This design comes from an exercise in tuning for small area, a short achievable clock period and few clock cycles per item on the open sky130 flow, not from production work. Function was not checked in any run shown here: the RTL went through the layout flow alone.

**design.v**
```verilog
module cordic(
    input wire [31:0]   angle,
    input wire [1:0]    opt,
    input wire          enable,
    input wire          reset,
    input wire          clk,
    output wire signed [31:0] sin_out,
    output wire signed [31:0] cos_out,
    output wire               done
);
    localparam [17:0] K  = 18'd39797;
    localparam [17:0] NK = -18'd39797;
    function [15:0] atan_table;
        input [3:0] n;
        case (n)
            4'd2:  atan_table = 16'd16055;
            4'd3:  atan_table = 16'd8145;
            4'd4:  atan_table = 16'd4090;
            4'd5:  atan_table = 16'd2045;
            4'd6:  atan_table = 16'd1023;
            4'd7:  atan_table = 16'd512;
            4'd8:  atan_table = 16'd256;
            4'd9:  atan_table = 16'd128;
            4'd10: atan_table = 16'd64;
            4'd11: atan_table = 16'd32;
            4'd12: atan_table = 16'd16;
            4'd13: atan_table = 16'd8;
            4'd14: atan_table = 16'd4;
            default: atan_table = 16'd2;
        endcase
    endfunction
    reg signed [17:0] x, y;
    reg [15:0] z;
    reg [4:0]  m;                
    reg [3:0]  sa, sb;           
    reg        dx, dyn, dz;      
    reg        sat_r, neg_r;     
    reg        sin_en, cos_en;   
    wire done_r = m[4];
    wire run    = enable & ~done_r;
    wire first  = (m[3:0] == 4'd15);
    wire st1    = (m[3:0] == 4'd14);
    wire last   = (m[3:0] == 4'd0);
    wire [17:0] ys = y >>> sa;
    wire [17:0] xs = x >>> ~sb;
    wire [17:0] x_nx, y_nx;
    wire [15:0] z_nx;
    wire        ax_m = dx;
    wire [17:0] ax_b = ys ^ {18{ax_m}};
    wire [17:0] ax_p = x ^ ax_b;
    wire [17:0] ax_g = x & ax_b;
    wire ax_c0 = ax_g[0] | (ax_p[0] & ax_m);
    wire ax_G0 = ax_g[17] | (ax_p[17] & ax_g[16]);
    wire ax_P0 = ax_p[17] & ax_p[16];
    wire ax_G1 = ax_g[16] | (ax_p[16] & ax_g[15]);
    wire ax_P1 = ax_p[16] & ax_p[15];
    wire ax_G2 = ax_g[15] | (ax_p[15] & ax_g[14]);
    wire ax_P2 = ax_p[15] & ax_p[14];
    wire ax_G3 = ax_g[14] | (ax_p[14] & ax_g[13]);
    wire ax_P3 = ax_p[14] & ax_p[13];
    wire ax_G4 = ax_g[13] | (ax_p[13] & ax_g[12]);
    wire ax_P4 = ax_p[13] & ax_p[12];
    wire ax_G5 = ax_g[12] | (ax_p[12] & ax_g[11]);
    wire ax_P5 = ax_p[12] & ax_p[11];
    wire ax_G6 = ax_g[11] | (ax_p[11] & ax_g[10]);
    wire ax_P6 = ax_p[11] & ax_p[10];
    wire ax_G7 = ax_g[10] | (ax_p[10] & ax_g[9]);
    wire ax_P7 = ax_p[10] & ax_p[9];
    wire ax_G8 = ax_g[9] | (ax_p[9] & ax_g[8]);
    wire ax_P8 = ax_p[9] & ax_p[8];
    wire ax_G9 = ax_g[8] | (ax_p[8] & ax_g[7]);
    wire ax_P9 = ax_p[8] & ax_p[7];
    wire ax_G10 = ax_g[7] | (ax_p[7] & ax_g[6]);
    wire ax_P10 = ax_p[7] & ax_p[6];
    wire ax_G11 = ax_g[6] | (ax_p[6] & ax_g[5]);
    wire ax_P11 = ax_p[6] & ax_p[5];
    wire ax_G12 = ax_g[5] | (ax_p[5] & ax_g[4]);
    wire ax_P12 = ax_p[5] & ax_p[4];
    wire ax_G13 = ax_g[4] | (ax_p[4] & ax_g[3]);
    wire ax_P13 = ax_p[4] & ax_p[3];
    wire ax_G14 = ax_g[3] | (ax_p[3] & ax_g[2]);
    wire ax_P14 = ax_p[3] & ax_p[2];
    wire ax_G15 = ax_g[2] | (ax_p[2] & ax_g[1]);
    wire ax_P15 = ax_p[2] & ax_p[1];
    wire ax_G16 = ax_g[1] | (ax_p[1] & ax_c0);
    wire ax_G17 = ax_G0 | (ax_P0 & ax_G2);
    wire ax_P17 = ax_P0 & ax_P2;
    wire ax_G18 = ax_G1 | (ax_P1 & ax_G3);
    wire ax_P18 = ax_P1 & ax_P3;
    wire ax_G19 = ax_G2 | (ax_P2 & ax_G4);
    wire ax_P19 = ax_P2 & ax_P4;
    wire ax_G20 = ax_G3 | (ax_P3 & ax_G5);
    wire ax_P20 = ax_P3 & ax_P5;
    wire ax_G21 = ax_G4 | (ax_P4 & ax_G6);
    wire ax_P21 = ax_P4 & ax_P6;
    wire ax_G22 = ax_G5 | (ax_P5 & ax_G7);
    wire ax_P22 = ax_P5 & ax_P7;
    wire ax_G23 = ax_G6 | (ax_P6 & ax_G8);
    wire ax_P23 = ax_P6 & ax_P8;
    wire ax_G24 = ax_G7 | (ax_P7 & ax_G9);
    wire ax_P24 = ax_P7 & ax_P9;
    wire ax_G25 = ax_G8 | (ax_P8 & ax_G10);
    wire ax_P25 = ax_P8 & ax_P10;
    wire ax_G26 = ax_G9 | (ax_P9 & ax_G11);
    wire ax_P26 = ax_P9 & ax_P11;
    wire ax_G27 = ax_G10 | (ax_P10 & ax_G12);
    wire ax_P27 = ax_P10 & ax_P12;
    wire ax_G28 = ax_G11 | (ax_P11 & ax_G13);
    wire ax_P28 = ax_P11 & ax_P13;
    wire ax_G29 = ax_G12 | (ax_P12 & ax_G14);
    wire ax_P29 = ax_P12 & ax_P14;
    wire ax_G30 = ax_G13 | (ax_P13 & ax_G15);
    wire ax_P30 = ax_P13 & ax_P15;
    wire ax_G31 = ax_G14 | (ax_P14 & ax_G16);
    wire ax_G32 = ax_G15 | (ax_P15 & ax_c0);
    wire ax_G33 = ax_G17 | (ax_P17 & ax_G21);
    wire ax_P33 = ax_P17 & ax_P21;
    wire ax_G34 = ax_G18 | (ax_P18 & ax_G22);
    wire ax_P34 = ax_P18 & ax_P22;
    wire ax_G35 = ax_G19 | (ax_P19 & ax_G23);
    wire ax_P35 = ax_P19 & ax_P23;
    wire ax_G36 = ax_G20 | (ax_P20 & ax_G24);
    wire ax_P36 = ax_P20 & ax_P24;
    wire ax_G37 = ax_G21 | (ax_P21 & ax_G25);
    wire ax_P37 = ax_P21 & ax_P25;
    wire ax_G38 = ax_G22 | (ax_P22 & ax_G26);
    wire ax_P38 = ax_P22 & ax_P26;
    wire ax_G39 = ax_G23 | (ax_P23 & ax_G27);
    wire ax_P39 = ax_P23 & ax_P27;
    wire ax_G40 = ax_G24 | (ax_P24 & ax_G28);
    wire ax_P40 = ax_P24 & ax_P28;
    wire ax_G41 = ax_G25 | (ax_P25 & ax_G29);
    wire ax_P41 = ax_P25 & ax_P29;
    wire ax_G42 = ax_G26 | (ax_P26 & ax_G30);
    wire ax_P42 = ax_P26 & ax_P30;
    wire ax_G43 = ax_G27 | (ax_P27 & ax_G31);
    wire ax_G44 = ax_G28 | (ax_P28 & ax_G32);
    wire ax_G45 = ax_G29 | (ax_P29 & ax_G16);
    wire ax_G46 = ax_G30 | (ax_P30 & ax_c0);
    wire ax_G47 = ax_G33 | (ax_P33 & ax_G41);
    wire ax_P47 = ax_P33 & ax_P41;
    wire ax_G48 = ax_G34 | (ax_P34 & ax_G42);
    wire ax_P48 = ax_P34 & ax_P42;
    wire ax_G49 = ax_G35 | (ax_P35 & ax_G43);
    wire ax_G50 = ax_G36 | (ax_P36 & ax_G44);
    wire ax_G51 = ax_G37 | (ax_P37 & ax_G45);
    wire ax_G52 = ax_G38 | (ax_P38 & ax_G46);
    wire ax_G53 = ax_G39 | (ax_P39 & ax_G31);
    wire ax_G54 = ax_G40 | (ax_P40 & ax_G32);
    wire ax_G55 = ax_G41 | (ax_P41 & ax_G16);
    wire ax_G56 = ax_G42 | (ax_P42 & ax_c0);
    wire ax_G57 = ax_G47 | (ax_P47 & ax_G16);
    wire ax_G58 = ax_G48 | (ax_P48 & ax_c0);
    assign x_nx = ax_p ^ {ax_G58, ax_G49, ax_G50, ax_G51, ax_G52, ax_G53, ax_G54, ax_G55, ax_G56, ax_G43, ax_G44, ax_G45, ax_G46, ax_G31, ax_G32, ax_G16, ax_c0, ax_m};
    wire        ay_m = dyn;
    wire [17:0] ay_b = xs ^ {18{ay_m}};
    wire [17:0] ay_p = y ^ ay_b;
    wire [17:0] ay_g = y & ay_b;
    wire ay_c0 = ay_g[0] | (ay_p[0] & ay_m);
    wire ay_G0 = ay_g[17] | (ay_p[17] & ay_g[16]);
    wire ay_P0 = ay_p[17] & ay_p[16];
    wire ay_G1 = ay_g[16] | (ay_p[16] & ay_g[15]);
    wire ay_P1 = ay_p[16] & ay_p[15];
    wire ay_G2 = ay_g[15] | (ay_p[15] & ay_g[14]);
    wire ay_P2 = ay_p[15] & ay_p[14];
    wire ay_G3 = ay_g[14] | (ay_p[14] & ay_g[13]);
    wire ay_P3 = ay_p[14] & ay_p[13];
    wire ay_G4 = ay_g[13] | (ay_p[13] & ay_g[12]);
    wire ay_P4 = ay_p[13] & ay_p[12];
    wire ay_G5 = ay_g[12] | (ay_p[12] & ay_g[11]);
    wire ay_P5 = ay_p[12] & ay_p[11];
    wire ay_G6 = ay_g[11] | (ay_p[11] & ay_g[10]);
    wire ay_P6 = ay_p[11] & ay_p[10];
    wire ay_G7 = ay_g[10] | (ay_p[10] & ay_g[9]);
    wire ay_P7 = ay_p[10] & ay_p[9];
    wire ay_G8 = ay_g[9] | (ay_p[9] & ay_g[8]);
    wire ay_P8 = ay_p[9] & ay_p[8];
    wire ay_G9 = ay_g[8] | (ay_p[8] & ay_g[7]);
    wire ay_P9 = ay_p[8] & ay_p[7];
    wire ay_G10 = ay_g[7] | (ay_p[7] & ay_g[6]);
    wire ay_P10 = ay_p[7] & ay_p[6];
    wire ay_G11 = ay_g[6] | (ay_p[6] & ay_g[5]);
    wire ay_P11 = ay_p[6] & ay_p[5];
    wire ay_G12 = ay_g[5] | (ay_p[5] & ay_g[4]);
    wire ay_P12 = ay_p[5] & ay_p[4];
    wire ay_G13 = ay_g[4] | (ay_p[4] & ay_g[3]);
    wire ay_P13 = ay_p[4] & ay_p[3];
    wire ay_G14 = ay_g[3] | (ay_p[3] & ay_g[2]);
    wire ay_P14 = ay_p[3] & ay_p[2];
    wire ay_G15 = ay_g[2] | (ay_p[2] & ay_g[1]);
    wire ay_P15 = ay_p[2] & ay_p[1];
    wire ay_G16 = ay_g[1] | (ay_p[1] & ay_c0);
    wire ay_G17 = ay_G0 | (ay_P0 & ay_G2);
    wire ay_P17 = ay_P0 & ay_P2;
    wire ay_G18 = ay_G1 | (ay_P1 & ay_G3);
    wire ay_P18 = ay_P1 & ay_P3;
    wire ay_G19 = ay_G2 | (ay_P2 & ay_G4);
    wire ay_P19 = ay_P2 & ay_P4;
    wire ay_G20 = ay_G3 | (ay_P3 & ay_G5);
    wire ay_P20 = ay_P3 & ay_P5;
    wire ay_G21 = ay_G4 | (ay_P4 & ay_G6);
    wire ay_P21 = ay_P4 & ay_P6;
    wire ay_G22 = ay_G5 | (ay_P5 & ay_G7);
    wire ay_P22 = ay_P5 & ay_P7;
    wire ay_G23 = ay_G6 | (ay_P6 & ay_G8);
    wire ay_P23 = ay_P6 & ay_P8;
    wire ay_G24 = ay_G7 | (ay_P7 & ay_G9);
    wire ay_P24 = ay_P7 & ay_P9;
    wire ay_G25 = ay_G8 | (ay_P8 & ay_G10);
    wire ay_P25 = ay_P8 & ay_P10;
    wire ay_G26 = ay_G9 | (ay_P9 & ay_G11);
    wire ay_P26 = ay_P9 & ay_P11;
    wire ay_G27 = ay_G10 | (ay_P10 & ay_G12);
    wire ay_P27 = ay_P10 & ay_P12;
    wire ay_G28 = ay_G11 | (ay_P11 & ay_G13);
    wire ay_P28 = ay_P11 & ay_P13;
    wire ay_G29 = ay_G12 | (ay_P12 & ay_G14);
    wire ay_P29 = ay_P12 & ay_P14;
    wire ay_G30 = ay_G13 | (ay_P13 & ay_G15);
    wire ay_P30 = ay_P13 & ay_P15;
    wire ay_G31 = ay_G14 | (ay_P14 & ay_G16);
    wire ay_G32 = ay_G15 | (ay_P15 & ay_c0);
    wire ay_G33 = ay_G17 | (ay_P17 & ay_G21);
    wire ay_P33 = ay_P17 & ay_P21;
    wire ay_G34 = ay_G18 | (ay_P18 & ay_G22);
    wire ay_P34 = ay_P18 & ay_P22;
    wire ay_G35 = ay_G19 | (ay_P19 & ay_G23);
    wire ay_P35 = ay_P19 & ay_P23;
    wire ay_G36 = ay_G20 | (ay_P20 & ay_G24);
    wire ay_P36 = ay_P20 & ay_P24;
    wire ay_G37 = ay_G21 | (ay_P21 & ay_G25);
    wire ay_P37 = ay_P21 & ay_P25;
    wire ay_G38 = ay_G22 | (ay_P22 & ay_G26);
    wire ay_P38 = ay_P22 & ay_P26;
    wire ay_G39 = ay_G23 | (ay_P23 & ay_G27);
    wire ay_P39 = ay_P23 & ay_P27;
    wire ay_G40 = ay_G24 | (ay_P24 & ay_G28);
    wire ay_P40 = ay_P24 & ay_P28;
    wire ay_G41 = ay_G25 | (ay_P25 & ay_G29);
    wire ay_P41 = ay_P25 & ay_P29;
    wire ay_G42 = ay_G26 | (ay_P26 & ay_G30);
    wire ay_P42 = ay_P26 & ay_P30;
    wire ay_G43 = ay_G27 | (ay_P27 & ay_G31);
    wire ay_G44 = ay_G28 | (ay_P28 & ay_G32);
    wire ay_G45 = ay_G29 | (ay_P29 & ay_G16);
    wire ay_G46 = ay_G30 | (ay_P30 & ay_c0);
    wire ay_G47 = ay_G33 | (ay_P33 & ay_G41);
    wire ay_P47 = ay_P33 & ay_P41;
    wire ay_G48 = ay_G34 | (ay_P34 & ay_G42);
    wire ay_P48 = ay_P34 & ay_P42;
    wire ay_G49 = ay_G35 | (ay_P35 & ay_G43);
    wire ay_G50 = ay_G36 | (ay_P36 & ay_G44);
    wire ay_G51 = ay_G37 | (ay_P37 & ay_G45);
    wire ay_G52 = ay_G38 | (ay_P38 & ay_G46);
    wire ay_G53 = ay_G39 | (ay_P39 & ay_G31);
    wire ay_G54 = ay_G40 | (ay_P40 & ay_G32);
    wire ay_G55 = ay_G41 | (ay_P41 & ay_G16);
    wire ay_G56 = ay_G42 | (ay_P42 & ay_c0);
    wire ay_G57 = ay_G47 | (ay_P47 & ay_G16);
    wire ay_G58 = ay_G48 | (ay_P48 & ay_c0);
    assign y_nx = ay_p ^ {ay_G58, ay_G49, ay_G50, ay_G51, ay_G52, ay_G53, ay_G54, ay_G55, ay_G56, ay_G43, ay_G44, ay_G45, ay_G46, ay_G31, ay_G32, ay_G16, ay_c0, ay_m};
    reg [15:0] zc01;
    always @* begin
        case ({neg_r, dz})
            2'b01:   zc01 = -16'd16321;    
            2'b00:   zc01 = -16'd21087;
            2'b11:   zc01 =  16'd21087;
            default: zc01 =  16'd16321;    
        endcase
    end
    wire [15:0] z_b = st1 ? zc01 : atan_table(~m[3:0]);
    wire        az_m = dz & ~st1;
    wire [15:0] az_b = z_b ^ {16{az_m}};
    wire [15:0] az_p = z ^ az_b;
    wire [15:0] az_g = z & az_b;
    wire az_c0 = az_g[0] | (az_p[0] & az_m);
    wire az_G0 = az_g[15] | (az_p[15] & az_g[14]);
    wire az_P0 = az_p[15] & az_p[14];
    wire az_G1 = az_g[14] | (az_p[14] & az_g[13]);
    wire az_P1 = az_p[14] & az_p[13];
    wire az_G2 = az_g[13] | (az_p[13] & az_g[12]);
    wire az_P2 = az_p[13] & az_p[12];
    wire az_G3 = az_g[12] | (az_p[12] & az_g[11]);
    wire az_P3 = az_p[12] & az_p[11];
    wire az_G4 = az_g[11] | (az_p[11] & az_g[10]);
    wire az_P4 = az_p[11] & az_p[10];
    wire az_G5 = az_g[10] | (az_p[10] & az_g[9]);
    wire az_P5 = az_p[10] & az_p[9];
    wire az_G6 = az_g[9] | (az_p[9] & az_g[8]);
    wire az_P6 = az_p[9] & az_p[8];
    wire az_G7 = az_g[8] | (az_p[8] & az_g[7]);
    wire az_P7 = az_p[8] & az_p[7];
    wire az_G8 = az_g[7] | (az_p[7] & az_g[6]);
    wire az_P8 = az_p[7] & az_p[6];
    wire az_G9 = az_g[6] | (az_p[6] & az_g[5]);
    wire az_P9 = az_p[6] & az_p[5];
    wire az_G10 = az_g[5] | (az_p[5] & az_g[4]);
    wire az_P10 = az_p[5] & az_p[4];
    wire az_G11 = az_g[4] | (az_p[4] & az_g[3]);
    wire az_P11 = az_p[4] & az_p[3];
    wire az_G12 = az_g[3] | (az_p[3] & az_g[2]);
    wire az_P12 = az_p[3] & az_p[2];
    wire az_G13 = az_g[2] | (az_p[2] & az_g[1]);
    wire az_P13 = az_p[2] & az_p[1];
    wire az_G14 = az_g[1] | (az_p[1] & az_c0);
    wire az_G15 = az_G0 | (az_P0 & az_G2);
    wire az_P15 = az_P0 & az_P2;
    wire az_G16 = az_G1 | (az_P1 & az_G3);
    wire az_P16 = az_P1 & az_P3;
    wire az_G17 = az_G2 | (az_P2 & az_G4);
    wire az_P17 = az_P2 & az_P4;
    wire az_G18 = az_G3 | (az_P3 & az_G5);
    wire az_P18 = az_P3 & az_P5;
    wire az_G19 = az_G4 | (az_P4 & az_G6);
    wire az_P19 = az_P4 & az_P6;
    wire az_G20 = az_G5 | (az_P5 & az_G7);
    wire az_P20 = az_P5 & az_P7;
    wire az_G21 = az_G6 | (az_P6 & az_G8);
    wire az_P21 = az_P6 & az_P8;
    wire az_G22 = az_G7 | (az_P7 & az_G9);
    wire az_P22 = az_P7 & az_P9;
    wire az_G23 = az_G8 | (az_P8 & az_G10);
    wire az_P23 = az_P8 & az_P10;
    wire az_G24 = az_G9 | (az_P9 & az_G11);
    wire az_P24 = az_P9 & az_P11;
    wire az_G25 = az_G10 | (az_P10 & az_G12);
    wire az_P25 = az_P10 & az_P12;
    wire az_G26 = az_G11 | (az_P11 & az_G13);
    wire az_P26 = az_P11 & az_P13;
    wire az_G27 = az_G12 | (az_P12 & az_G14);
    wire az_G28 = az_G13 | (az_P13 & az_c0);
    wire az_G29 = az_G15 | (az_P15 & az_G19);
    wire az_P29 = az_P15 & az_P19;
    wire az_G30 = az_G16 | (az_P16 & az_G20);
    wire az_P30 = az_P16 & az_P20;
    wire az_G31 = az_G17 | (az_P17 & az_G21);
    wire az_P31 = az_P17 & az_P21;
    wire az_G32 = az_G18 | (az_P18 & az_G22);
    wire az_P32 = az_P18 & az_P22;
    wire az_G33 = az_G19 | (az_P19 & az_G23);
    wire az_P33 = az_P19 & az_P23;
    wire az_G34 = az_G20 | (az_P20 & az_G24);
    wire az_P34 = az_P20 & az_P24;
    wire az_G35 = az_G21 | (az_P21 & az_G25);
    wire az_P35 = az_P21 & az_P25;
    wire az_G36 = az_G22 | (az_P22 & az_G26);
    wire az_P36 = az_P22 & az_P26;
    wire az_G37 = az_G23 | (az_P23 & az_G27);
    wire az_G38 = az_G24 | (az_P24 & az_G28);
    wire az_G39 = az_G25 | (az_P25 & az_G14);
    wire az_G40 = az_G26 | (az_P26 & az_c0);
    wire az_G41 = az_G29 | (az_P29 & az_G37);
    wire az_G42 = az_G30 | (az_P30 & az_G38);
    wire az_G43 = az_G31 | (az_P31 & az_G39);
    wire az_G44 = az_G32 | (az_P32 & az_G40);
    wire az_G45 = az_G33 | (az_P33 & az_G27);
    wire az_G46 = az_G34 | (az_P34 & az_G28);
    wire az_G47 = az_G35 | (az_P35 & az_G14);
    wire az_G48 = az_G36 | (az_P36 & az_c0);
    assign z_nx = az_p ^ {az_G42, az_G43, az_G44, az_G45, az_G46, az_G47, az_G48, az_G37, az_G38, az_G39, az_G40, az_G27, az_G28, az_G14, az_c0, az_m};
    wire [31:0] ua = angle ^ {32{angle[31]}};
    wire angle_sat = (|ua[30:17]) | (ua[16:0] >= 17'h1BF00);
    wire signed [17:0] a18 = angle[17:0];
    wire d1 = angle[31] ? (a18 >= -18'sd51472) : (a18 >= 18'sd51472);
    wire d_nx = first ? (angle_sat ? ~angle[31] : d1)
                      : (sat_r ? ~neg_r : ~z_nx[15]);
    always @(posedge clk) begin
        sat_r  <= angle_sat;
        neg_r  <= angle[31];
        sin_en <= ~opt[0];
        cos_en <= ~(opt[1] & opt[0]);
        if (run) begin
            z   <= first ? angle[15:0] : z_nx;
            dx  <= d_nx;
            dyn <= ~d_nx;
            dz  <= d_nx;
        end
    end
    always @(posedge clk or posedge reset) begin
        if (reset) begin
            x  <= K;
            y  <= 18'd0;
            m  <= 5'd15;
            sa <= 4'd0;
            sb <= 4'hf;
        end else if (run) begin
            if (!first) x <= (last & ~cos_en) ? 18'd0 : x_nx;
            y  <= first ? (angle[31] ? NK : K) :
                  (last & ~sin_en) ? 18'd0 : y_nx;
            m  <= m - 5'd1;
            sa <= sa + 4'd1;
            sb <= ~(sa + 4'd1);
        end
    end
    assign done    = done_r;
    assign sin_out = {{14{y[17]}}, y};
    assign cos_out = {{14{x[17]}}, x};
endmodule
```
**constraint.sdc**
```tcl
create_clock -name core_clock -period 7.0 [get_ports {clk}]
set_input_delay 1.4000 -clock core_clock [delete_from_list [all_inputs] [get_ports {clk}]]
set_output_delay 1.4000 -clock core_clock [all_outputs]
set_load 0.01 [all_outputs]
```
**config.mk**
```make
export PLATFORM = sky130hd
export DESIGN_NAME = cordic
export DESIGN_NICKNAME = cordic
export VERILOG_FILES = /design/flow/design.v
export SDC_FILE = /design/flow/constraint.sdc
export NUM_CORES = 4
export LEC_CHECK = 0
export ABC_AREA = 1
export CAP_MARGIN = 20
export CORE_MARGIN = 2
export CORE_UTILIZATION = 40
export SETUP_SLACK_MARGIN = 3.5
export SLEW_MARGIN = 20
```
**flow/run.sh**
```bash
#!/bin/bash
# The standard layout (standard.sh) with extra ORFS settings: port buffers
# made from sky130_fd_sc_hd__buf_1. ORFS writes each step's log under orfs/logs;
# make's own output goes to make.log.
set -euo pipefail
bash standard.sh 'BUFFER_PORTS_ARGS=-buffer_cell sky130_fd_sc_hd__buf_1' finish > make.log 2>&1
```
**standard.sh**
```bash
#!/bin/bash
# synth_recipe.tcl (not shown) runs the flow's synth.tcl, then flattens the netlist and writes it again
# the make line also repeats each setting of config.mk as NAME=value (left out here)
make -C /OpenROAD-flow-scripts/flow DESIGN_CONFIG=/design/flow/config.mk WORK_HOME=/design/flow/orfs CLKGATE_MAP_FILE= SYNTH_SCRIPT=/design/flow/synth_recipe.tcl "${@:-finish}"
```
==> flow_metrics.env, run 1 <==
export IMPL_syn_area_per_cell_um2=6.897
export IMPL_die_area_mm2=0.02076
export IMPL_maxCapViolCount=0
export IMPL_wire_per_inst_um=15.16
export IMPL_critical_path_class="flop to flop"
export IMPL_drv_slew=0
export IMPL_viasPerCell=5.256
export IMPL_clockBufferDepth=2
export IMPL_ys_types=58
export IMPL_htreeDepth=3
export IMPL_row_count=51
export IMPL_hp_class="flop to flop"
export IMPL_min_from="x[9]"
export IMPL_drive_above_1_share_pct=11.63
export IMPL_max_freq_mhz=300.8
export IMPL_critPathLaunch="sb[0]"
export IMPL_hold_violations=0
export IMPL_port_buffer_count=101
export IMPL_yosysSeqAreaShare_pct=23.82
export IMPL_synth_nets=1235
export IMPL_endpoint_kind="flop"
export IMPL_r2r_start="sb[0]"
export IMPL_antenna_found_initial=0
export IMPL_drt_total_wl_mm=22.39
export IMPL_period_needed_ps=3325
export IMPL_ys_flop_type="dfrtp_1"
export IMPL_setup_tns_ps=0
export IMPL_first_pass_iters=5
export IMPL_dpl_hpwl_mm=17.20
export IMPL_fill_cells=2011
export IMPL_syn_to_final_growth_pct=11.64
export IMPL_grt_pass1_wl_mm=34.95
export IMPL_cp_required_ps=7260
export IMPL_io_pins=102
export IMPL_grt_usage_pct=21.41
export IMPL_drc_errors=0
export IMPL_synth_cells=1138
export IMPL_clkTransAtPathRegs_ps=60
export IMPL_tritoncts="done"
export IMPL_yosysWarnings=1
export IMPL_startpoint_type="flop"
export IMPL_period_share_pct=47.50
export IMPL_cp_max_fo=5
export IMPL_grt_max_degree=50
export IMPL_setup_viol=0
export IMPL_antenna_left=0
export IMPL_root_buffer="clkbuf_16"
export IMPL_grt_ovfl_total=0
export IMPL_cts_buffers=9
export IMPL_grt_pass1_vias=6952
export IMPL_clk_latency_ps=350
export IMPL_clock_skew_ps=10.55
export IMPL_yosys_register_bits=71
export IMPL_core_mm2=0.01933
export IMPL_status="timing/DRC/antenna clean"
export IMPL_vias=7763
export IMPL_clkSinkCount=71
export IMPL_die_w_um=144.1
export IMPL_fin_nets=1304
export IMPL_hold_buffers=0
export IMPL_rsz0062_at_grt="true"
export IMPL_die_y_um=144.1
export IMPL_place_congestion=0.9380
export IMPL_start_util_pct=40.59
export IMPL_drtIter0Drc=467
export IMPL_crit_arrival_ps=3580
export IMPL_syn_area_mm2=0.007849
export IMPL_worst_pin_slew_ps=704.0
export IMPL_synth_edf_count=18
export IMPL_async_flop_share_pct=69.01
export IMPL_final_util_pct=45.32
export IMPL_antenna_cells=0
export IMPL_relSlewSlack_pct=53.06
==> Yosys cell counts, types with 6 or more instances <==
cell,n,area share (%)
nor2_1,51,2.4
a21oi_1,98,6.2
or2_2,6,0.48
o211ai_1,9,0.86
xor2_1,53,5.9
nand3_1,77,4.9
xnor2_1,7,0.78
inv_2,8,0.38
nand2_2,13,1.0
o21ai_0,129,8.2
nand2_1,273,13
o21ai_2,6,0.67
nand3_2,8,1.0
edfxtp_1,18,6.9
inv_1,90,4.3
nor3_1,10,0.64
o21a_1,7,0.67
buf_4,31,3.0
nand4_1,7,0.56
ha_1,57,9.1
a31oi_1,6,0.48
dfrtp_1,31,9.9
o21ai_1,13,0.83
a22oi_1,12,1.1
clkbuf_1,21,1.0
dfstp_2,18,6.0
==> repair_timing <==
item                                    CTS  global route
endpoints found under the setup margin   22            31
resized for setup                         9            57
buffers inserted                          0            17
pin swaps                                 0            14
cloned                                    0             1
==> path summary, 6_finish.rpt <==
check,depth (start not counted),to,slack (ps)
max in group asynchronous,3,sa[0],5280
worst max-delay path,16,y[14],3680
worst min-delay path,2,x[9],510
min in group asynchronous,3,x[17],1200
worst max register to register,16,y[14],3680
worst min register to register,2,x[9],510
==> logic make-up after synthesis <==
kind of cell,after synthesis,share of synthesized area [%]
xor gates and xnor gates,60,6.695
DFF,71,23.82
muxes,5,0.6377
AOI/OAI and AO/OA,306,21.97
adders and majority gates,60,9.852
buffers and inverters,170,10.39
and+or+nand+nor,466,26.64
==> critical path: stages (launching register included) <==
cell and delay [ps]:
dfstp_4 640, buf_12 110, o21ai_0 120, or2_2 290, o21ai_0 120, a21oi_1 120, a22oi_2 170, xor2_1 220
ha_1 320, a21oi_1 150, o21ai_0 120, nand2_1 100, o2111ai_2 160, a31o_2 260, a21oi_1 100, o21ai_0 100
a22oi_1 130
==> layout by cell type (no fill, tap or decap), drive strengths merged, types with 3 or more instances in the layout <==
| cell | Yosys | layout |
|---|---|---|
| nand2 | 289 | 289 |
| o21ai | 149 | 149 |
| buf | 43 | 121 |
| inv | 102 | 100 |
| a21oi | 99 | 99 |
| nand3 | 86 | 86 |
| ha | 57 | 57 |
| xor2 | 53 | 53 |
| nor2 | 53 | 53 |
| dfrtp | 31 | 31 |
| edfxtp | 18 | 18 |
| dfstp | 18 | 18 |
| clkbuf | 22 | 15 |
| a22oi | 12 | 12 |
| nor3 | 11 | 11 |
| o211ai | 9 | 9 |
| or2 | 9 | 9 |
| o21a | 7 | 7 |
| xnor2 | 7 | 7 |
| nand4 | 7 | 7 |
| a31oi | 6 | 6 |
| nand3b | 6 | 6 |
| clkinvlp | 0 | 5 |
| o22ai | 5 | 5 |
| mux2i | 5 | 5 |
| nor4 | 5 | 5 |
| dfxtp | 4 | 4 |
| a31o | 3 | 3 |
| a21o | 3 | 3 |
| fa | 3 | 3 |
| o2111ai | 3 | 3 |
| clkinv | 3 | 3 |
==> cell type report <==
| class | instances | area (µm²) | share of cell area [%] |
|---|---|---|---|
| Timing Repair Buffer | 122 | 556.8 | 6.354 |
| Sequential cell | 71 | 1894 | 21.62 |
| Inverter | 105 | 431.7 | 4.926 |
| Clock inverter | 2 | 10.01 | 0.1142 |
| Tap cell | 265 | 331.6 | 3.784 |
| Multi-Input combinational cell | 897 | 5235 | 59.75 |
| Clock buffer | 14 | 295.3 | 3.370 |
| Timing Repair inverter | 1 | 7.507 | 0.08568 |
==> sequential cells by signal, indices dropped and copies added (netlist names), 4 cells and up <==
| signal | flops |
|---|---|
| sa | 4 |
| z | 16 |
| m | 5 |
| x | 18 |
| y | 18 |
| sb | 4 |
==> per-layer routing <==
metal  GRT usage (%)  share of wire (%)  vias to the layer above  wire length [µm]
li1                -                  -                     3989                 -
met1           27.98                 47                     3576             10560
met2           36.24                 47                      179             10520
met3           4.570                4.5                       19              1016
met4           4.954                1.3                        0               284
met5               0                  0                        -                 0
==> stage by stage <==
stage                     hold slack (ps)  worst slack [ps]  cells  instance area, µm²
after global placement              510.9              3028   1443                8193
after floorplan                     492.2              3714   1138                7849
after global routing                531.0              3474   1477                8762
after CTS                           519.4              3422   1459                8517
final                               514.1              3675   1477                8762
after detailed placement            507.4              3007   1443                8193
==> inputs of run 2 (changes only) <==
--- a/config.mk
+++ b/config.mk
@@ -9,5 +9,7 @@
 export CAP_MARGIN = 20
 export CORE_MARGIN = 2
 export CORE_UTILIZATION = 40
+export CTS_BUF_LIST = sky130_fd_sc_hd__clkbuf_8
+export CTS_CLUSTER_SIZE = 24
 export SETUP_SLACK_MARGIN = 3.5
 export SLEW_MARGIN = 20
==> flow_metrics.env, run 2 <==
export IMPL_clkSinkCount=71
export IMPL_clkTransAtPathRegs_ps=80
export IMPL_port_buffer_count=101
export IMPL_htreeDepth=3
export IMPL_antenna_found_initial=0
export IMPL_fin_cells=1483
export IMPL_startpoint_type="flop"
export IMPL_wire_per_inst_um=15.01
export IMPL_ys_flop_type="dfrtp_1"
export IMPL_seq_area_mm2=0.001894
export IMPL_endpoint_kind="flop"
export IMPL_antenna_left=0
export IMPL_slowest_stage="dfstp_2"
export IMPL_die_area_mm2=0.02076
export IMPL_grt_max_degree=50
export IMPL_row_count=51
export IMPL_first_pass_iters=5
export IMPL_min_from="x[9]"
export IMPL_drt_total_wl_mm=22.26
export IMPL_root_buffer="clkbuf_8"
export IMPL_layout_common_cells="271 x nand2_1, 107 x o21ai_0, 101 x buf_1"
export IMPL_yosysMostFrequentCell="nand2_1"
export IMPL_io_pins=102
export IMPL_drv_slew=0
export IMPL_drc_errors=0
export IMPL_fin_area_mm2=0.008692
export IMPL_tritoncts="done"
export IMPL_rsz0062_at_grt="true"
export IMPL_grt_pass1_wl_mm=34.93
export IMPL_hold_end="x[9]"
export IMPL_worst_r2r_path_depth=18
export IMPL_worst_path_largest_cell_delay_ps=570
export IMPL_max_freq_mhz=299.9
export IMPL_syn_area_mm2=0.007849
export IMPL_holdPathStages=2
export IMPL_rrSetupSlack_ps=3670
export IMPL_path_cells="inv_1, ha_1, nand2_4, nor2_8, a221o_2, nand3_1, o21ai_0, ha_1, a21oi_1, nand2_1, nand2_1, nand2_1, a21oi_2, o21ai_1, a21boi_2, o21ai_1, xor2_1, o21ai_1"
export IMPL_dp_cells=1443
export IMPL_antenna_cells=0
export IMPL_place_congestion=0.9380
export IMPL_viasPerCell=5.231
export IMPL_r2r_end="z[12]"
export IMPL_yosysSeqAreaShare_pct=23.82
export IMPL_synth_cells=1138
export IMPL_hold_violations=0
export IMPL_dpl_instance_area_mm2=0.008193
export IMPL_clk_latency_ps=380
export IMPL_async_flop_share_pct=69.01
export IMPL_synth_nets=1235
export IMPL_crit_family="compound AO/OA/AOI/OAI gates"
export IMPL_fill_cells=2020
export IMPL_core_mm2=0.01933
export IMPL_worst_pin_slew_ps=687.5
export IMPL_vias=7757
export IMPL_critPathBufInv=1
export IMPL_ys_types=58
export IMPL_maxCapViolCount=0
export IMPL_die_w_um=144.1
export IMPL_drive_above_1_share_pct=12.07
export IMPL_critical_path_class="flop to flop"
export IMPL_r2r_start="m[0]"
export IMPL_start_util_pct=40.59
export IMPL_grt_usage_pct=21.34
export IMPL_syn_to_final_growth_pct=10.74
export IMPL_drtIter0Drc=512
export IMPL_yosysWarnings=1
export IMPL_period_share_pct=47.64
export IMPL_die_y_um=144.1
export IMPL_synth_edf_count=18
export IMPL_crit_arrival_ps=3460
export IMPL_fin_nets=1310
export IMPL_dpl_hpwl_mm=17.20
export IMPL_clock_skew_ps=12.56
export IMPL_relSlewSlack_pct=54.17
export IMPL_final_common_cell="nand2_1"
export IMPL_synth_top_cell_by_area="nand2_1"
export IMPL_yosysTopAreaCellShare_pct=13.06
export IMPL_yosys_register_bits=71
export IMPL_setup_viol=0
export IMPL_setup_tns_ps=0
export IMPL_clockBufferDepth=2
export IMPL_synth_common_cells="273 x nand2_1, 129 x o21ai_0, 98 x a21oi_1"
export IMPL_grt_pass1_vias=6973
export IMPL_syn_area_per_cell_um2=6.897
export IMPL_cp_required_ps=7130
export IMPL_cts_buffers=9
export IMPL_reg_top3="x (18), y (18), z (16)"
export IMPL_period_needed_ps=3335
export IMPL_hp_class="flop to flop"
export IMPL_grt_ovfl_total=0
export IMPL_cp_max_fo=7
export IMPL_status="timing/DRC/antenna clean"
export IMPL_synth_area_leaders="nand2_1 13%, dfrtp_1 9.9%, ha_1 9.1%, o21ai_0 8.2%, edfxtp_1 6.9%"
export IMPL_critPathLaunch="m[0]"
export IMPL_multi_input_area_mm2=0.005239
==> run 2: layout make-up <==
class	count	share of cell area, %
Clock buffer	12	1.900
Clock inverter	4	0.5038
Inverter	105	4.923
Multi-Input combinational cell	897	60.27
Sequential cell	71	21.79
Tap cell	265	3.815
Timing Repair Buffer	128	6.708
Timing Repair inverter	1	0.08637
==> run 2: how the worst max path moves through the flow <==
| stage | to | slack [ps] | cells after the start |
|---|---|---|---|
| after global placement | y[9] | 3030 | 7 |
| after CTS | z[12] | 3420 | 19 |
| after detailed placement | y[9] | 3010 | 7 |
| final | z[12] | 3670 | 18 |
| after global routing | z[12] | 3460 | 18 |
| after floorplan | z[12] | 3710 | 18 |
==> run 2: worst reg2reg max path, cell delays in order (launching register included) <==
cell      delay [ps]
dfstp_2          570
inv_1             90
ha_1             250
nand2_4          130
nor2_8            60
a221o_2          310
nand3_1           70
o21ai_0           90
ha_1             350
a21oi_1          140
nand2_1           80
nand2_1           80
nand2_1           70
a21oi_2          180
o21ai_1          130
a21boi_2         200
o21ai_1           90
xor2_1           140
o21ai_1           70
==> run 2: cells by family after synthesis <==
group | Yosys count | synth area share [%]
flip-flops | 71 | 23.82
multiplexers | 5 | 0.6377
XOR/XNOR | 60 | 6.695
buffers and inverters | 170 | 10.39
AND/OR/NAND/NOR | 466 | 26.64
AO/OA/AOI/OAI | 306 | 21.97
adder cells (fa/ha/maj) | 60 | 9.852
==> run 2: per-stage QoR <==
step	utilization, %	hold WS (ps)	worst slack (ps)
2_1_floorplan	-	492.2	3714
3_3_place_gp	42.37	510.9	3028
3_5_place_dp	42.37	507.4	3007
4_1_cts	43.55	522.0	3419
5_1_grt	44.96	536.9	3461
6_report	44.96	520.1	3665
==> run 2: what timing repair did <==
action	CTS	global route
endpoints found under the hold margin	0	0
buffers inserted	0	23
setup endpoints to repair	19	26
resized for setup	9	53
cloned	0	1
pin swaps	0	13
hold buffers	0	0
==> run 2: per-layer routing <==
metal  wire [µm]  vias to the layer above  global-route usage [%]
met5           0                        -                       0
met4         366                        0                   5.573
met3        1212                       24                   4.172
met2       10440                      218                   35.94
met1       10250                     3522                   28.02
li1            -                     3993                       -
==> inputs of run 3 (changes only) <==
--- a/config.mk
+++ b/config.mk
@@ -11,5 +11,6 @@
 export CORE_UTILIZATION = 40
 export CTS_BUF_LIST = sky130_fd_sc_hd__clkbuf_8
 export CTS_CLUSTER_SIZE = 24
+export PLACE_DENSITY = 0.8
 export SETUP_SLACK_MARGIN = 3.5
 export SLEW_MARGIN = 20
==> flow_metrics.env, run 3 <==
export IMPL_wl_met2_mm=10.78
export IMPL_htreeDepth=3
export IMPL_yosysWarnings=1
export IMPL_startpoint_type="flop"
export IMPL_yosysMostFrequentCell="nand2_1"
export IMPL_root_buffer="clkbuf_8"
export IMPL_synth_nets=1235
export IMPL_antenna_cells=0
export IMPL_first_pass_iters=6
export IMPL_clk_latency_ps=370
export IMPL_antenna_left=0
export IMPL_max_freq_mhz=298.0
export IMPL_relSlewSlack_pct=41.47
export IMPL_ys_flop_type="dfrtp_1"
export IMPL_clkSinkCount=71
export IMPL_final_common_cell="nand2_1"
export IMPL_met1_length_mm=9.719
export IMPL_path_cells="buf_12, nand2_1, o21ai_1, mux2i_1, nand2_1, o21ai_1, o21ai_1, xor2_1, ha_1, nand2_1, nor2_1, nand2_1, o2111ai_4, a31o_4, a21oi_1, o21ai_1, a22oi_1"
export IMPL_synth_top_cell_by_area="nand2_1"
export IMPL_r2r_start="sb[0]"
export IMPL_drc_errors=0
export IMPL_clkTransAtPathRegs_ps=90
export IMPL_ys_types=58
export IMPL_hold_end="x[9]"
export IMPL_worst_path_largest_cell_delay_ps=650
export IMPL_cp_required_ps=7280
export IMPL_clock_skew_ps=10.15
export IMPL_setup_tns_ps=0
export IMPL_syn_area_per_cell_um2=6.897
export IMPL_cp_max_fo=9
export IMPL_period_share_pct=47.94
export IMPL_hold_buffers=0
export IMPL_worst_pin_slew_ps=876.9
export IMPL_endpoint_kind="flop"
export IMPL_yosysSeqAreaShare_pct=23.82
export IMPL_synth_edf_count=18
export IMPL_syn_area_mm2=0.007849
export IMPL_maxCapViolCount=0
export IMPL_grt_usage_pct=20.63
export IMPL_worst_r2r_path_depth=17
export IMPL_r2r_end="y[14]"
export IMPL_io_pins=102
export IMPL_drv_slew=0
export IMPL_holdPathStages=2
export IMPL_fin_nets=1330
export IMPL_hp_class="flop to flop"
export IMPL_rsz0062_at_grt="true"
export IMPL_wl_met3_mm=1.636
export IMPL_drt_total_wl_mm=22.73
export IMPL_fin_cells=1503
export IMPL_grt_pass1_wl_mm=34.43
export IMPL_critPathBufInv=1
export IMPL_layout_common_cells="271 x nand2_1, 101 x buf_1, 99 x o21ai_0"
export IMPL_async_flop_share_pct=69.01
export IMPL_place_congestion=0.9422
export IMPL_die_area_mm2=0.02076
export IMPL_port_buffer_count=101
export IMPL_viasPerCell=5.470
export IMPL_row_count=51
export IMPL_vias=8222
export IMPL_yosysTopAreaCellShare_pct=13.06
export IMPL_reg_top3="x (18), y (18), z (16)"
export IMPL_synth_common_cells="273 x nand2_1, 129 x o21ai_0, 98 x a21oi_1"
export IMPL_status="timing/DRC/antenna clean"
export IMPL_die_w_um=144.1
export IMPL_min_from="x[9]"
export IMPL_critical_path_class="flop to flop"
export IMPL_grt_ovfl_total=0
export IMPL_tritoncts="done"
export IMPL_rrSetupSlack_ps=3640
export IMPL_setup_viol=0
export IMPL_grt_pass1_vias=7173
export IMPL_syn_to_final_growth_pct=14.22
export IMPL_crit_family="compound AO/OA/AOI/OAI gates"
export IMPL_start_util_pct=40.59
export IMPL_dp_cells=1440
export IMPL_drive_above_1_share_pct=14.54
export IMPL_hold_violations=0
export IMPL_synth_area_leaders="nand2_1 13%, dfrtp_1 9.9%, ha_1 9.1%, o21ai_0 8.2%, edfxtp_1 6.9%"
export IMPL_top_layer_used="met4"
export IMPL_clockBufferDepth=2
export IMPL_yosys_register_bits=71
export IMPL_slowest_stage="dfstp_4"
export IMPL_period_needed_ps=3356
export IMPL_core_mm2=0.01933
export IMPL_cts_buffers=9
export IMPL_antenna_found_initial=0
export IMPL_final_util_pct=46.37
export IMPL_drtIter0Drc=709
export IMPL_wire_per_inst_um=15.12
export IMPL_grt_max_degree=50
export IMPL_synth_cells=1138
export IMPL_crit_arrival_ps=3630
export IMPL_die_y_um=144.1
export IMPL_dpl_hpwl_mm=16.51
-- run 3: cell count changes in the layout (fill, tap and decap cells not counted), sizes merged --
cell | previous run | this run
buf | 127 | 147
clkbuf | 13 | 10
bufinv | 1 | 2
clkinv | 4 | 5
clkinvlp | 4 | 5
inv | 101 | 100
nor3 | 11 | 12
-- run 3: worst max path at each step --
stage,start,end,slack [ps],cells after the start
after floorplan,m[1],z[12],3710,18
after global placement,enable,y[5],3170,7
after detailed placement,enable,y[9],3090,7
after CTS,sa[1],x[14],3500,18
after global routing,sb[0],y[14],3480,17
final,sb[0],y[14],3640,17
-- run 3: timing repair --
item,4_1_cts,5_1_grt
pin swaps,0,24
resized for setup,6,78
endpoints found under the hold margin,0,0
gates cloned,0,2
setup endpoints to repair,13,34
buffers inserted,0,45
-- run 3: tightest hold or removal path: cells and delay by family (launching register included) --
family | cells | cell delay, ps
flops | 1 | 410
simple gates | 2 | 120
-- run 3: area by class of cell --
type / count / area, µm²
inverters: 105 / 429.2
clock inverters: 6 / 85.08
multi-input cells: 898 / 5333
well taps: 265 / 331.6
fillers: 1887 / 10370
repair buffers: 147 / 749.5
clock buffers: 10 / 137.6
flip-flops and latches: 71 / 1894
repair inverters: 1 / 5.005
-- run 3: per-layer routing --
| layer | vias up | track usage (%) |
|---|---|---|
| met1 | 3761 | 27.39 |
| li1 | 4047 | - |
| met2 | 354 | 35.19 |
| met5 | - | 0 |
| met3 | 60 | 2.881 |
| met4 | 0 | 5.521 |
-- run 3: logic make-up after synthesis --
family / share of synthesized area [%]
flip-flops: 23.82
AND/OR/NAND/NOR: 26.64
adder cells (fa/ha/maj): 9.852
XOR/XNOR: 6.695
buffers and inverters: 10.39
AO/OA/AOI/OAI: 21.97
multiplexers: 0.6377
-- run 3: per-stage QoR --
step / setup WS, ps / instance area [µm²] / hold WS (ps)
after floorplan: 3714 / 7849 / 492.2
after global placement: 3173 / 8170 / 506.5
after detailed placement: 3087 / 8170 / 506.1
after CTS: 3500 / 8406 / 518.6
after global routing: 3476 / 8965 / 558.6
final: 3644 / 8965 / 520.7
==> inputs of run 4 (changes only) <==
--- a/config.mk
+++ b/config.mk
@@ -11,6 +11,5 @@
 export CORE_UTILIZATION = 40
 export CTS_BUF_LIST = sky130_fd_sc_hd__clkbuf_8
 export CTS_CLUSTER_SIZE = 24
-export PLACE_DENSITY = 0.8
-export SETUP_SLACK_MARGIN = 3.5
+export SETUP_SLACK_MARGIN = 3.65
 export SLEW_MARGIN = 20
==> flow_metrics.env, run 4 <==
export IMPL_drt_total_wl_mm=23.28
export IMPL_period_needed_ps=3246
export IMPL_dpl_hpwl_mm=17.20
export IMPL_antenna_found_initial=0
export IMPL_status="timing/DRC/antenna clean"
export IMPL_synth_top_cell_by_area="nand2_1"
export IMPL_worst_pin_slew_ps=664.0
export IMPL_grt_usage_pct=21.44
export IMPL_worst_path_largest_cell_delay_ps=660
export IMPL_die_y_um=144.1
export IMPL_setup_viol=0
export IMPL_drive_above_1_share_pct=18.57
export IMPL_root_buffer="clkbuf_8"
export IMPL_io_pins=102
export IMPL_die_w_um=144.1
export IMPL_htreeDepth=3
export IMPL_crit_top_cell="nand2_1"
export IMPL_yosysWarnings=1
export IMPL_tritoncts="done"
export IMPL_die_area_mm2=0.02076
export IMPL_fin_cells=1520
export IMPL_cts_buffers=9
export IMPL_path_cells="inv_2, ha_1, a221o_2, nand3_1, o21ai_0, ha_1, a21oi_1, nand2_1, nand2_1, nand2_1, a21oi_2, o21ai_2, a21boi_2, o21ai_1, xor2_1, o21ai_1"
export IMPL_antenna_cells=0
export IMPL_viasPerCell=5.279
export IMPL_yosys_register_bits=71
export IMPL_slowest_stage="dfstp_4"
export IMPL_reg_top3="x (18), y (18), z (16)"
export IMPL_period_share_pct=46.37
export IMPL_grt_pass1_wl_mm=35.14
export IMPL_hp_class="flop to flop"
export IMPL_fill_cells=1988
export IMPL_multi_input_area_mm2=0.005444
export IMPL_crit_arrival_ps=3380
export IMPL_clk_latency_ps=380
export IMPL_max_freq_mhz=308.1
export IMPL_row_count=51
export IMPL_startpoint_type="flop"
export IMPL_yosysTopAreaCellShare_pct=13.06
export IMPL_async_flop_share_pct=69.01
export IMPL_synth_area_leaders="nand2_1 13%, dfrtp_1 9.9%, ha_1 9.1%, o21ai_0 8.2%, edfxtp_1 6.9%"
export IMPL_yosysSeqAreaShare_pct=23.82
export IMPL_grt_pass1_vias=7013
export IMPL_ys_types=58
export IMPL_cp_required_ps=7130
export IMPL_synth_common_cells="273 x nand2_1, 129 x o21ai_0, 98 x a21oi_1"
export IMPL_synth_edf_count=18
export IMPL_syn_area_mm2=0.007849
export IMPL_start_util_pct=40.59
export IMPL_endpoint_kind="flop"
export IMPL_hold_violations=0
export IMPL_antenna_left=0
export IMPL_wire_per_inst_um=15.31
export IMPL_syn_to_final_growth_pct=17.33
export IMPL_port_buffer_count=101
export IMPL_grt_ovfl_total=0
export IMPL_layout_common_cells="262 x nand2_1, 101 x buf_1, 85 x inv_1, 85 x o21ai_0, 79 x a21oi_1"
export IMPL_place_congestion=0.9380
export IMPL_yosysMostFrequentCell="nand2_1"
export IMPL_drtIter0Drc=470
export IMPL_drc_errors=0
export IMPL_core_mm2=0.01933
export IMPL_rsz0062_at_grt="true"
export IMPL_final_common_cell="nand2_1"
export IMPL_setup_tns_ps=0
export IMPL_ys_flop_type="dfrtp_1"
export IMPL_critical_path_class="flop to flop"
export IMPL_cp_max_fo=8
export IMPL_clockBufferDepth=2
export IMPL_maxCapViolCount=0
export IMPL_first_pass_iters=5
export IMPL_fin_nets=1347
export IMPL_synth_cells=1138
export IMPL_vias=8024
export IMPL_grt_max_degree=50
export IMPL_relSlewSlack_pct=55.73
export IMPL_final_util_pct=47.63
export IMPL_drv_slew=0
export IMPL_seq_area_mm2=0.001894
export IMPL_clock_skew_ps=13.95
export IMPL_dp_cells=1443
export IMPL_syn_area_per_cell_um2=6.897
export IMPL_clkTransAtPathRegs_ps=80
export IMPL_synth_nets=1235
export IMPL_clkSinkCount=71
-- run 4: logic make-up after synthesis --
logic type / Yosys count / synth area share (%)
simple gates: 466 / 26.64
xor+xnor: 60 / 6.695
buf+inv: 170 / 10.39
flops: 71 / 23.82
mux: 5 / 0.6377
compound gates: 306 / 21.97
fa+ha+maj: 60 / 9.852
-- run 4: metal layers --
layer | wire length (µm) | vias to the layer above | track usage, % | share of wire [%]
li1 | - | 4082 | - | -
met1 | 10660 | 3699 | 28.11 | 46
met2 | 11030 | 213 | 36.14 | 47
met3 | 1150 | 30 | 4.205 | 4.9
met4 | 436 | 0 | 5.676 | 1.9
met5 | 0 | - | 0 | 0
-- run 4: final timing paths --
path	from	end	slack, ps	cells after the start
max in group asynchronous	reset	sa[0]	5310	3
max reg2reg	m[2]	z[12]	3750	16
min reg2reg	x[9]	x[9]	520	2
min	x[9]	x[9]	520	2
min in group asynchronous	reset	x[17]	1170	3
max	m[2]	z[12]	3750	16
-- run 4: stage by stage --
stage / instance area (µm²) / hold WS [ps] / setup WS (ps)
floorplan: 7849 / 492.2 / 3714
global placement: 8193 / 510.9 / 3028
detailed placement: 8193 / 507.4 / 3007
CTS: 8479 / 524.5 / 3602
global route: 9209 / 536.9 / 3578
finish: 9209 / 520.0 / 3754
-- run 4: what timing repair did --
action,4_1_cts,5_1_grt
hold buffers,0,0
endpoints found under the setup margin,30,38
pin swaps,2,36
buffers inserted,4,56
gates cloned,0,1
resized for setup,21,121
-- run 4: layout make-up --
cell class                 instances  area share [%]
timing repair buffer             165           9.647
clock buffer                      12           1.793
inverter                         105           4.715
multi-input combinational        897           59.12
sequential                        71           20.57
clock inverter                     4          0.4755
timing repair inverter             1         0.08152
tap                              265           3.601
-- run 4: worst max-delay path: cells and delay by family (launching register included) --
| family | cells | cell delay, ps |
|---|---|---|
| buf+inv | 1 | 100 |
| compound gates | 8 | 1220 |
| xor+xnor | 1 | 160 |
| fa+ha+maj | 2 | 560 |
| simple gates | 4 | 300 |
| flops | 1 | 660 |
==> inputs of run 5 (changes only) <==
--- a/design.v
+++ b/design.v
@@ -374,6 +374,8 @@
             dx  <= d_nx;
             dyn <= ~d_nx;
             dz  <= d_nx;
+            sa  <= first ? 4'd1 : sa + 4'd1;
+            sb  <= first ? 4'he : ~(sa + 4'd1);
         end
     end
     always @(posedge clk or posedge reset) begin
@@ -381,15 +383,11 @@
             x  <= K;
             y  <= 18'd0;
             m  <= 5'd15;
-            sa <= 4'd0;
-            sb <= 4'hf;
         end else if (run) begin
             if (!first) x <= (last & ~cos_en) ? 18'd0 : x_nx;
             y  <= first ? (angle[31] ? NK : K) :
                   (last & ~sin_en) ? 18'd0 : y_nx;
             m  <= m - 5'd1;
-            sa <= sa + 4'd1;
-            sb <= ~(sa + 4'd1);
         end
     end
     assign done    = done_r;
--- a/config.mk
+++ b/config.mk
@@ -11,5 +11,5 @@
 export CORE_UTILIZATION = 40
 export CTS_BUF_LIST = sky130_fd_sc_hd__clkbuf_8
 export CTS_CLUSTER_SIZE = 24
-export SETUP_SLACK_MARGIN = 3.65
+export SETUP_SLACK_MARGIN = 3.5
 export SLEW_MARGIN = 20
==> flow_metrics.env, run 5 <==
export IMPL_grt_max_degree=42
export IMPL_maxCapViolCount=0
export IMPL_setup_tns_ps=0
export IMPL_cts_buffers=9
export IMPL_critical_path_class="flop to flop"
export IMPL_fill_cells=2058
export IMPL_drive_above_1_share_pct=14.10
export IMPL_port_buffer_count=101
export IMPL_drt_total_wl_mm=23.09
export IMPL_max_freq_mhz=304.9
export IMPL_clock_skew_ps=9.866
export IMPL_fin_ws_ps=3721
export IMPL_layout_common_cells="273 x nand2_1, 101 x buf_1, 92 x inv_1"
export IMPL_period_needed_ps=3279
export IMPL_syn_area_mm2=0.007895
export IMPL_seq_area_mm2=0.001906
export IMPL_synth_area_leaders="nand2_1 13%, edfxtp_1 9.9%, ha_1 9.0%, dfrtp_1 8.6%, o21ai_0 7.7%"
export IMPL_setup_viol=0
export IMPL_grt_usage_pct=22.51
export IMPL_synth_top_cell_by_area="nand2_1"
export IMPL_tritoncts="done"
export IMPL_place_congestion=0.9232
export IMPL_synth_cells=1145
export IMPL_status="timing/DRC/antenna clean"
export IMPL_wire_per_inst_um=15.26
export IMPL_syn_area_per_cell_um2=6.895
export IMPL_reg_top3="x (18), y (18), z (16)"
export IMPL_cp_max_fo=5
export IMPL_drc_errors=0
export IMPL_synth_common_cells="278 x nand2_1, 122 x o21ai_0, 98 x inv_1"
export IMPL_endpoint_kind="flop"
export IMPL_relSlewSlack_pct=46.01
export IMPL_cp_required_ps=7290
export IMPL_synth_nets=1242
export IMPL_yosysMostFrequentCell="nand2_1"
export IMPL_antenna_left=0
export IMPL_grt_ovfl_total=0
export IMPL_clockBufferDepth=2
export IMPL_clkSinkCount=71
export IMPL_io_pins=102
export IMPL_clkTransAtPathRegs_ps=80
export IMPL_core_mm2=0.01940
export IMPL_rsz0062_at_grt="false"
export IMPL_antenna_found_initial=0
export IMPL_dpl_hpwl_mm=17.10
export IMPL_hold_violations=0
export IMPL_antenna_cells=0
export IMPL_hp_class="flop to flop"
export IMPL_yosysTopAreaCellShare_pct=13.22
export IMPL_multi_input_area_mm2=0.005304
export IMPL_row_count=51
export IMPL_drtIter0Drc=453
export IMPL_yosysSeqAreaShare_pct=24.12
export IMPL_async_flop_share_pct=57.75
export IMPL_die_area_mm2=0.02088
export IMPL_clk_latency_ps=390
export IMPL_first_pass_iters=5
export IMPL_viasPerCell=5.235
export IMPL_grt_pass1_vias=7411
export IMPL_root_buffer="clkbuf_8"
export IMPL_syn_to_final_growth_pct=13.34
export IMPL_synth_edf_count=26
export IMPL_crit_arrival_ps=3570
export IMPL_die_w_um=144.5
export IMPL_yosys_register_bits=71
export IMPL_yosysWarnings=1
export IMPL_startpoint_type="flop"
export IMPL_vias=7921
export IMPL_period_share_pct=46.85
export IMPL_htreeDepth=3
export IMPL_grt_pass1_wl_mm=37.00
export IMPL_worst_pin_slew_ps=808.9
export IMPL_drv_slew=0
export IMPL_hold_buffers=0
export IMPL_ys_types=57
export IMPL_post_place_ws_ps=3243
export IMPL_final_common_cell="nand2_1"
export IMPL_fin_nets=1340
export IMPL_die_y_um=144.5
export IMPL_ys_flop_type="dfrtp_1"
export IMPL_start_util_pct=40.70
run 5: cell types whose count changed after synthesis, moves of 4 or more:
cell | previous run | this run
clkbuf_1 | 21 | 17
inv_1 | 90 | 98
nor2_1 | 51 | 55
o21ai_0 | 129 | 122
edfxtp_1 | 18 | 26
dfrtp_1 | 31 | 27
nand2_1 | 273 | 278
dfstp_2 | 18 | 14
nand2_2 | 13 | 18
xor2_1 | 53 | 58
a21oi_1 | 98 | 93
nand3_1 | 77 | 73
run 5: worst paths after layout:
check / from / end / slack, ps / cells past startpoint
max: sb[0] / y[13] / 3720 / 18
min: x[15] / x[15] / 520 / 2
max reg2reg: sb[0] / y[13] / 3720 / 18
min reg2reg: x[15] / x[15] / 520 / 2
max in group asynchronous: reset / y[17] / 5360 / 2
min in group asynchronous: reset / y[4] / 1120 / 2
run 5: layout make-up:
| type | instances | share of cell area (%) |
|---|---|---|
| clock buffer | 11 | 1.692 |
| tap | 265 | 3.705 |
| inverter | 112 | 4.992 |
| multi-input combinational | 900 | 59.27 |
| timing repair inverter | 1 | 0.08389 |
| sequential | 71 | 21.29 |
| clock inverter | 5 | 0.6152 |
| timing repair buffer | 148 | 8.347 |
run 5: critical path, stage by stage (launching register included):
cell      delay [ps]
edfxtp_1         390
buf_4            180
buf_4            140
nand2_1           40
o21ai_0          140
o21ai_1          190
mux2i_1          130
o21ai_1          230
xor2_2           290
inv_1            100
ha_1             280
nand2_1           90
nor4_2           280
nand2_1          130
nand2_4          110
nand2_1           70
nand3b_1          90
nand3_1          110
a22oi_1          190
run 5: cell families after synthesis:
kind of cell | after synthesis | synth area share, %
simple gates | 476 | 26.83
compound gates | 294 | 21.20
buf+inv | 175 | 10.33
flops | 71 | 24.12
xor+xnor | 65 | 7.211
fa+ha+maj | 60 | 9.794
mux | 4 | 0.5072
run 5: through the flow:
step                hold WS (ps)  instance area [µm²]  util, %  std cells
floorplan                  492.2                 7895        -       1145
global placement           511.5                 8245    42.51       1451
detailed placement         511.8                 8245    42.51       1451
CTS                        523.5                 8554    44.10       1478
global route               557.3                 8949    46.13       1513
finish                     524.8                 8949    46.13       1513
run 5: per-layer routing:
| metal | track usage (%) | vias to the layer above | routed length, µm |
|---|---|---|---|
| li1 | - | 4053 | - |
| met1 | 29.62 | 3632 | 10590 |
| met2 | 37.84 | 204 | 10880 |
| met3 | 3.907 | 32 | 1105 |
| met4 | 6.694 | 0 | 518 |
| met5 | 0 | - | 0 |
run 5: timing repair:
action | in CTS | in global routing
setup endpoints to repair | 11 | 29
pin swaps | 1 | 14
resized for setup | 2 | 65
gates cloned | 1 | 1
endpoints found under the hold margin | 0 | 0
buffers inserted | 10 | 34
==> inputs of run 6 (changes only) <==
--- a/config.mk
+++ b/config.mk
@@ -5,7 +5,7 @@
 export SDC_FILE = /design/flow/constraint.sdc
 export NUM_CORES = 4
 export LEC_CHECK = 0
-export ABC_AREA = 1
+export ABC_AREA = 0
 export CAP_MARGIN = 20
 export CORE_MARGIN = 2
 export CORE_UTILIZATION = 40
==> flow_metrics.env, run 6 <==
export IMPL_status="timing/DRC/antenna clean"
export IMPL_reg_top3="x (18), y (18), z (16)"
export IMPL_grt_ovfl_total=0
export IMPL_layout_common_cells="101 x buf_1, 90 x nand2_1, 87 x buf_4"
export IMPL_row_count=50
export IMPL_io_pins=102
export IMPL_vias=7255
export IMPL_root_buffer="clkbuf_8"
export IMPL_slowest_stage="or4b_4"
export IMPL_core_mm2=0.01877
export IMPL_period_share_pct=57.98
export IMPL_final_common_cell="buf_1"
export IMPL_yosysWarnings=1
export IMPL_yosysSeqAreaShare_pct=24.87
export IMPL_antenna_left=0
export IMPL_grt_max_degree=50
export IMPL_cp_max_fo=4
export IMPL_wl_met3_mm=1.228
export IMPL_start_util_pct=40.80
export IMPL_critPathBufInv=2
export IMPL_synth_common_cells="93 x nand2_1, 83 x nor2_1, 70 x a21oi_1"
export IMPL_hp_class="flop to flop"
export IMPL_met1_length_mm=10.02
export IMPL_grt_usage_pct=21.46
export IMPL_holdPathStages=1
export IMPL_antenna_found_initial=0
export IMPL_synth_area_leaders="edfxtp_1 10%, ha_1 9.3%, dfrtp_1 8.8%, mux4_2 6.8%, xnor2_1 6.2%"
export IMPL_dpl_hpwl_mm=14.48
export IMPL_ys_types=68
export IMPL_top_layer_used="met4"
export IMPL_worst_pin_slew_ps=1061
export IMPL_endpoint_kind="flop"
export IMPL_max_freq_mhz=246.4
export IMPL_synth_edf_count=26
export IMPL_rsz0062_at_grt="true"
export IMPL_place_congestion=0.9015
export IMPL_setup_tns_ps=0
export IMPL_first_pass_iters=6
export IMPL_startpoint_type="flop"
export IMPL_yosysTopAreaCellShare_pct=10.20
export IMPL_wire_per_inst_um=17.35
export IMPL_synth_cells=901
export IMPL_ys_flop_type="dfrtp_1"
export IMPL_clock_skew_ps=12.20
export IMPL_maxCapViolCount=0
export IMPL_relSlewSlack_pct=29.28
export IMPL_setup_viol=0
export IMPL_clk_latency_ps=370
export IMPL_crit_arrival_ps=4360
export IMPL_wl_met2_mm=10.58
export IMPL_cp_required_ps=7300
export IMPL_drive_above_1_share_pct=24.71
export IMPL_r2r_end="x[17]"
export IMPL_cts_buffers=9
export IMPL_syn_to_final_growth_pct=23.20
export IMPL_crit_family="simple AND/OR/NAND/NOR gates"
export IMPL_die_area_mm2=0.02027
export IMPL_critical_path_class="flop to flop"
export IMPL_grt_pass1_wl_mm=34.54
export IMPL_hold_worst_slack_ps=487.2
export IMPL_syn_area_mm2=0.007657
export IMPL_r2r_start="sa[1]"
export IMPL_grt_pass1_vias=6489
export IMPL_final_util_pct=50.27
export IMPL_synth_top_cell_by_area="edfxtp_1"
export IMPL_drtIter0Drc=529
export IMPL_clockBufferDepth=2
export IMPL_synth_nets=998
export IMPL_hold_end="m[4]"
export IMPL_dpl_instance_area_mm2=0.008029
export IMPL_antenna_cells=0
export IMPL_die_w_um=142.4
export IMPL_drt_total_wl_mm=22.24
export IMPL_path_cells="buf_6, mux2_2, nor2_1, a21oi_1, mux4_2, xnor2_2, ha_1, buf_6, nand4_1, mux2i_1, or4b_4, a21oi_4, a21boi_2, a31o_1, mux2i_1, or4_1, nand3_1"
export IMPL_yosys_register_bits=71
export IMPL_fin_area_mm2=0.009434
export IMPL_clkSinkCount=71
export IMPL_worst_path_largest_cell_delay_ps=550
export IMPL_port_buffer_count=101
export IMPL_die_y_um=142.4
export IMPL_fin_nets=1140
export IMPL_worst_r2r_path_depth=17
export IMPL_drv_slew=0
export IMPL_syn_area_per_cell_um2=8.499
export IMPL_async_flop_share_pct=57.75
export IMPL_drc_errors=0
export IMPL_yosysMostFrequentCell="nand2_1"
export IMPL_min_from="m[4]"
export IMPL_clkTransAtPathRegs_ps=80
export IMPL_rrSetupSlack_ps=2940
export IMPL_hold_violations=0
export IMPL_viasPerCell=5.659
export IMPL_htreeDepth=3
export IMPL_tritoncts="done"
export IMPL_hold_buffers=0
export IMPL_period_needed_ps=4059
## run 6: final cells by class
type | count | area [µm²]
inverters | 36 | 147.6
clock buffers | 9 | 123.9
well taps | 234 | 292.8
fillers | 1778 | 9334
clock inverters | 7 | 35.03
repair buffers | 205 | 1239
flip-flops and latches | 71 | 1921
multi-input cells | 720 | 5675
## run 6: layer usage
metal / GRT usage [%] / vias up
met5: 0 / -
met4: 4.325 / 0
met3: 3.499 / 30
met2: 35.52 / 240
met1: 29.77 / 3467
li1: - / 3518
## run 6: worst max path at each step
stage / from / to / slack, ps / depth (start not counted)
2_1_floorplan: sa[0] / x[17] / 2880 / 16
3_3_place_gp: sa[0] / x[17] / 2220 / 14
3_5_place_dp: sa[0] / x[17] / 2170 / 14
4_1_cts: sa[0] / x[17] / 3050 / 18
5_1_grt: sa[1] / x[17] / 2780 / 18
6_report: sa[1] / x[17] / 2940 / 17
## run 6: repair_timing
| item | 4_1_cts | 5_1_grt |
|---|---|---|
| setup endpoints to repair | 37 | 32 |
| resized for setup | 48 | 55 |
| buffers inserted | 70 | 31 |
| pin swaps | 44 | 30 |
## run 6: through the flow
stage | std cells | worst slack [ps]
3_3_place_gp | 1165 | 2223
6_report | 1282 | 2941
2_1_floorplan | 901 | 2883
3_5_place_dp | 1165 | 2173
5_1_grt | 1282 | 2784
4_1_cts | 1251 | 3055
## run 6: logic make-up (layout without fill, tap and decap cells)
kind of cell             Yosys count  in the layout  share of synthesized area (%)
XOR/XNOR                          82             82                          9.379
multiplexers                      77             77                          14.08
flip-flops                        71             71                          24.87
buffers and inverters            110            257                          6.895
adder cells (fa/ha/maj)           60             60                          10.10
AO/OA/AOI/OAI                    236            236                          18.77
AND/OR/NAND/NOR                  265            265                          15.90

[what the ideal ports hide]
Ports are ideal in the flow. The routed layouts listed here were re-timed in OpenROAD. Step 1 sets driving cells, clkbuf_16 on the clock port and buf_2 on the other inputs (assumed; they add their load-dependent delay and slew). Step 2 moves the port delays by t, midway between the first and last clock arrival at a register: inputs arrive t later, outputs are due t later. That takes back most of the time a late clock gives input paths. a / b / c = no drivers / after step 1 / after step 2; a / b = the first two.
| run | t, ns | setup WS [ns] | worst register clock-pin slew, ns | cell pins on the clock port's net |
|---|---|---|---|---|
| run 1 | 0.391 | 3.675 / 3.675 / 3.487 | 0.06 / 0.06 | 1 |
| run 2 | 0.410 | 3.665 / 3.665 / 3.284 | 0.08 / 0.08 | 1 |
| run 3 | 0.403 | 3.644 / 3.644 / 3.330 | 0.09 / 0.09 | 1 |
| run 4 | 0.414 | 3.754 / 3.754 / 3.458 | 0.08 / 0.08 | 1 |
| run 5 | 0.423 | 3.721 / 3.721 / 3.455 | 0.08 / 0.08 | 1 |
| run 6 | 0.404 | 2.941 / 2.941 / 2.941 | 0.09 / 0.09 | 1 |
After both steps setup and hold are still met in every run listed. For run 2, which loses most, drivers alone change the setup slack by 0.000 ns; drivers and shift together by -0.381 ns.
